Context: an optimization exercise on an open-source flow, tuned for small area, a short achievable clock period and few clock cycles per item. The choices shown serve that exercise and are no tape-out recipe. No functional check of the RTL was part of any run shown here.

==> flow/design.v, too long to show whole: its modules and the start of the top module <==
// module fxMulStage1: 2479 lines
// module recipStep2: 18 lines
// module matrixProcessor: 139 lines
module matrixProcessor #(
	parameter WIDTH = 32
) (
	input wire clk,
	input wire rst_n,
	input wire start,
	input wire [13:0] workItemCount,
	input wire [WIDTH - 1:0] matrixInAddr,
	input wire [WIDTH - 1:0] dataInAddr,
	input wire [WIDTH - 1:0] dataOutAddr,
	input wire [WIDTH - 1:0] dataIn,
	output reg [WIDTH - 1:0] readAddr,
	output reg [WIDTH - 1:0] writeAddr,
	output reg [WIDTH - 1:0] writeData,
	output reg writeEn
	);
  // ...
==> flow/flow/run.sh <==
#!/bin/bash
set -euo pipefail
bash standard.sh SETUP_SLACK_MARGIN=15.0 MATCH_CELL_FOOTPRINT=0 \
	"BUFFER_PORTS_ARGS=-buffer_cell sky130_fd_sc_hd__buf_4" finish > flow_make.log 2>&1
==> flow/standard.sh <==
#!/bin/bash
# synth_recipe.tcl (not shown) runs the flow's synth.tcl, then flattens the netlist and writes it again
# the make line also repeats each setting of config.mk as NAME=value (left out here)
make -C /OpenROAD-flow-scripts/flow DESIGN_CONFIG=/design/flow/config.mk WORK_HOME=/design/flow/orfs CLKGATE_MAP_FILE= SYNTH_SCRIPT=/design/flow/synth_recipe.tcl "${@:-finish}"
==> flow/config.mk <==
export PLATFORM = sky130hd
export DESIGN_NAME = matrixProcessor
export DESIGN_NICKNAME = matrixProcessor
export VERILOG_FILES = /design/flow/design.v
export SDC_FILE = /design/flow/constraint.sdc
export NUM_CORES = 4
export LEC_CHECK = 0
export ABC_CLOCK_PERIOD_IN_PS = 4500
export CAP_MARGIN = 20
export CORE_MARGIN = 2
export CORE_UTILIZATION = 55
export SLEW_MARGIN = 20
==> flow/constraint.sdc <==
create_clock -name core_clock -period 20.0 [get_ports {clk}]
set_input_delay 4.0000 -clock core_clock [delete_from_list [all_inputs] [get_ports {clk}]]
set_output_delay 4.0000 -clock core_clock [all_outputs]
set_load 0.01 [all_outputs]
==> out/qor.yml, run 1 <==
cells_and_area:
  drive_above_1_share_pct: 14.95
  nFillCells: 8776
  n_all_buffers: 481
  regArea_sq_mm: 0.01884
  largest_reg_flops: 128
  multi_input_area_share_pct: 53.82
  nNonClkInverters: 906
  multi_input_area_sq_mm: 0.03650
  clkCellAreaFrac_pct: 4.275
  nClkBuffers: 110
  nets: 7191
hold_path:
  hold_path.class: "reg -> reg"
  hold_path_end: "vb0[0]"
logic_synthesis:
  synth-edff-count: 319
  async_reset_ff_share_pct: 0
  synth_area_sq_mm: 0.05893
  yosysTopAreaCellShare_pct: 27.69
  synth_largest_area_cell: "fa_1"
  synth_cells: 5758
  synthMuxAreaShare_pct: 1.665
  synth_ff_type: "dfxtp_1"
  synth_common_cells: "inv_1 (905), fa_1 (815), and2_1 (758)"
  yosysMostFrequentCell: "inv_1"
  synth_xor_area_share_pct: 4.849
routing:
  drt-initial-drc-count: 3389
  wl_per_cell_um: 25.08
worst_setup_path:
  arrival_ns: 1.20
  startpoint: "writeData[3]"
  slowest_stage: "dfxtp_4"
  r2r-start: "m[8]"
  worstPathRequired_ns: 16.00
cts:
  htree_levels: 3
  cts_hold_buffers: 0
  cts_num_sinks: 767
  cts-root-buf: "clkbuf_16"
  clkSlewWorstSetupHoldPaths_ns: 0.06
die:
  tapCellCount: 1403
  die_w_um: 331.3
  start_util_pct: 55.28
  die_height_um: 331.3
status:
  status: "complete, no violations"
grt:
  grt_pass1_vias: 43500
==> inputs of run 2 (changes only) <==
==> flow/flow/run.sh (replaced) <==
#!/bin/bash
set -euo pipefail
bash standard.sh SETUP_SLACK_MARGIN=14.85 MATCH_CELL_FOOTPRINT=0 \
	"BUFFER_PORTS_ARGS=-buffer_cell sky130_fd_sc_hd__buf_4" finish > flow_make.log 2>&1
--- a/flow/config.mk
+++ b/flow/config.mk
@@ -8,5 +8,5 @@
 export ABC_CLOCK_PERIOD_IN_PS = 4500
 export CAP_MARGIN = 20
 export CORE_MARGIN = 2
-export CORE_UTILIZATION = 55
+export CORE_UTILIZATION = 62
 export SLEW_MARGIN = 20
==> run 2 against run 1 <==
- die area decreased by 11%
- final cell count decreased by 2.2%
- critical path type unchanged
- first-iteration DRC count increased by 17%
- synthesized cell count unchanged
- flip-flop and latch count unchanged
- worst hold slack got worse by 0.014 ns
- worst setup slack improved by 0.018 ns
- largest cell class unchanged
- highest routed layer unchanged
==> out/qor.yml, run 2 <==
status:
  status: "complete, no violations"
logic_synthesis:
  seq_area_frac_synth_pct: 31.47
  yosysMostFrequentCell: "inv_1"
  synth-edff-count: 319  # unchanged
  syn_avg_cell_area_sq_um: 10.23
  yosysTopAreaCellShare_pct: 27.69  # unchanged
  ys_ff_latch: 767
  synth_ff_type: "dfxtp_1"
  synth_common_cells: "inv_1 (905), fa_1 (815), and2_1 (758)"
  yosysUniqueCellTypes: 89
  synth_largest_area_cell: "fa_1"
  async_reset_ff_share_pct: 0  # unchanged
  synth_area_sq_mm: 0.05893  # unchanged
  syn-num-nets: 6899
  synth_cells: 5758  # unchanged
  synthTopCellsByArea: "fa_1 (28%), edfxtp_1 (16%), dfxtp_1 (15%)"
  yosysWarnings: 1
cts:
  clk_latency_ns: 0.66
  clkSlewWorstSetupHoldPaths_ns: 0.07  # about the same
  cts_hold_buffers: 0  # unchanged
  cts_tree: "built"
  htree_levels: 3  # unchanged
  cts-root-buf: "clkbuf_16"
  cts_num_sinks: 767  # unchanged
  clk_path_buf_depth: 3
  cts_inserted_buffers: 80
placed_design:
  place_area_sq_mm: 0.06197
  numPortBuffers: 241
  dp_hpwl_um: 121400
  gp_congestion: 0.9818
sta:
  setup_tns_ns: 0
  clock.fmax_mhz: 192.8
  hold_violations: 0
  finalSetupViolations: 0
  rsz0062_at_grt: "yes"
  period_needed_ns: 5.187
  slew_violations: 0
  max_slew_margin_pct: 14.78
  fin_crit_sh_pct: 25.93
  worstMarginPinSlew_ns: 1.278
  clock_skew_ns: 0.03285
cells_and_area:
  fin_area_sq_mm: 0.06670
  final_common_cell: "inv_1"
  largest_reg_flops: 128  # unchanged
  nets: 7161  # -0.42%
  syn2layout_area_growth_pct: 13.18
  fin_util_pct: 70.52
  final_cell_mix: "inv_1 (888), fa_1 (815), and2_1 (755)"
  drive_above_1_share_pct: 14.00  # -0.95 points
worst_setup_path:
  end_kind: "output pin"
  cpPeakStageDelay_ns: 0.41
  r2r_slack_ns: 14.85
  cp_cell_sequence: "buf_6"
  startpoint_type: "flop"
  worstPathRequired_ns: 16.00  # about the same
  arrival_ns: 1.19  # about the same
  critPathTopFamily: "flip-flops"
  slowest_stage: "dfxtp_4"
  critPathKind: "reg -> out"
  path_buf_inv: 1
  crit_fanout: 2
routing:
  drtPass1Iterations: 6
  vias: 42960
  wl_per_cell_um: 24.23  # -3.4%
  via_per_inst: 5.837
  drt-total-wl_um: 178300
  drt-initial-drc-count: 3966  # +17%
  drc: 0
  antenna_left: 0
die:
  die_w_um: 312.3  # -5.7%
  ioPinCount: 242
  fp.coreArea_sq_mm: 0.09459
  die-area_sq_mm: 0.09753
  start_util_pct: 62.31  # +7.0 points
  row_count: 113
  die_height_um: 312.3  # -5.7%
grt:
  grt.total_usage_pct: 36.94
  grt_pass1_wl_um: 269000
  grt_start_max_net_pins: 85
  antenna_found_initial: 9
  overflow: 0
  grt_pass1_vias: 43990  # +1.1%
run:
  cap_violations: 0
hold_path:
  hold_path.class: "reg -> reg"
run 2: changes by cell type in the layout (fill, tap and decap cells not counted), moves of 8 or more:
| cell | delta |
|---|---|
| buf_6 | -47 |
| buf_4 | +39 |
| dfxtp_4 | -14 |
| buf_12 | -12 |
| clkbuf_16 | -9 |
| dfxtp_2 | +8 |
| ha_1 | +8 |
run 2: kinds of logic (layout without fill, tap and decap cells):
group	count (synthesis)	count (layout)	share of synthesized area (%)
other cells	0	8	0
flops	767	767	31.47
buf+inv	1181	1510	7.586
compound gates	687	687	7.645
mux	93	93	1.665
simple gates	1712	1712	15.25
xor+xnor	322	322	4.849
fa+ha+maj	996	996	31.53
run 2: worst paths after layout:
kind,from,endpoint,cells after the start
max,writeData[11],writeData[11],1
min,vb2[22],vb1[22],0
max reg2reg,m[5],rem[26],22
min reg2reg,vb2[22],vb1[22],0
run 2: cell type report:
type,instances,area [sq um]
Timing Repair Buffer,455,3789
Multi-Input combinational cell,3810,36360
Clock inverter,40,496.7
Antenna cell,8,20.02
Inverter,906,3401
Clock buffer,109,2253
Sequential cell,767,18800
Tap cell,1265,1583
Fill cell,7137,27890
run 2: worst reg2reg max path, delay by kind of cell, from the launching register on:
| family | cells | cell delay, ns |
|---|---|---|
| AO/OA/AOI/OAI | 11 | 2.30 |
| AND/OR/NAND/NOR | 4 | 0.91 |
| adder cells (fa/ha/maj) | 2 | 0.59 |
| flip-flops | 1 | 0.40 |
| multiplexers | 1 | 0.31 |
| XOR/XNOR | 2 | 0.30 |
| buffers and inverters | 2 | 0.27 |
run 2: routing by layer:
| layer | part of all wire (%) | track usage [%] | vias to the layer above |
|---|---|---|---|
| met2 | 47 | 59.03 | 2127 |
| li1 | - | - | 18780 |
| met4 | 5.2 | 17.24 | 2 |
| met1 | 39 | 48.56 | 21510 |
| met5 | 0.0050 | 0 | - |
| met3 | 9.0 | 7.883 | 540 |
run 2: timing repair:
item                                    4_1_cts  5_1_grt
setup buffers                               103       30
pin swaps                                    29       46
cloned                                        0        2
endpoints found under the setup margin      146       79
resized for setup                           210       85
run 2: through the flow:
step	setup slack (ns)	std cells	hold WS (ns)
final	14.81	7360	0.3044
after global routing	14.65	7353	0.3141
after detailed placement	13.80	7066	0.3121
after floorplan	14.86	5758	0.3096
after CTS	14.81	7318	0.3016
after global placement	13.85	7063	0.3096

==> separate check: timing with driven ports <==
How much do the figures lean on ideal ports? The routed layouts below were timed once more, with nothing changed but the port constraints.
Step 1: set_driving_cell puts a clkbuf_16 on clk and a buf_2 on each other input, an assumption about the parent block.
Step 2 adds t to the input delays and takes it off the output delays; t is the mean of the earliest and latest rising clock arrival at the registers after step 1. Input paths then give back, and output paths get back, about the clock's delay inside the block.
Slacks: ideal / step 1 / step 2; pairs: ideal / step 1.
run | t, ns | setup slack, ns | worst setup path at the end | latest minus earliest clock arrival (ns) | worst slew at a driven data input, ns
run 1 | 0.737 | 14.796 / 14.717 / 14.554 | input to register | 0.056 / 0.056 | 0.07
run 2 | 0.720 | 14.813 / 14.738 / 14.636 | input to register | 0.033 / 0.033 | 0.08
After both steps every run listed still meets setup and hold. The setup slack of run 1, which loses most, moves by -0.079 ns with the drivers and by -0.242 ns with both steps.
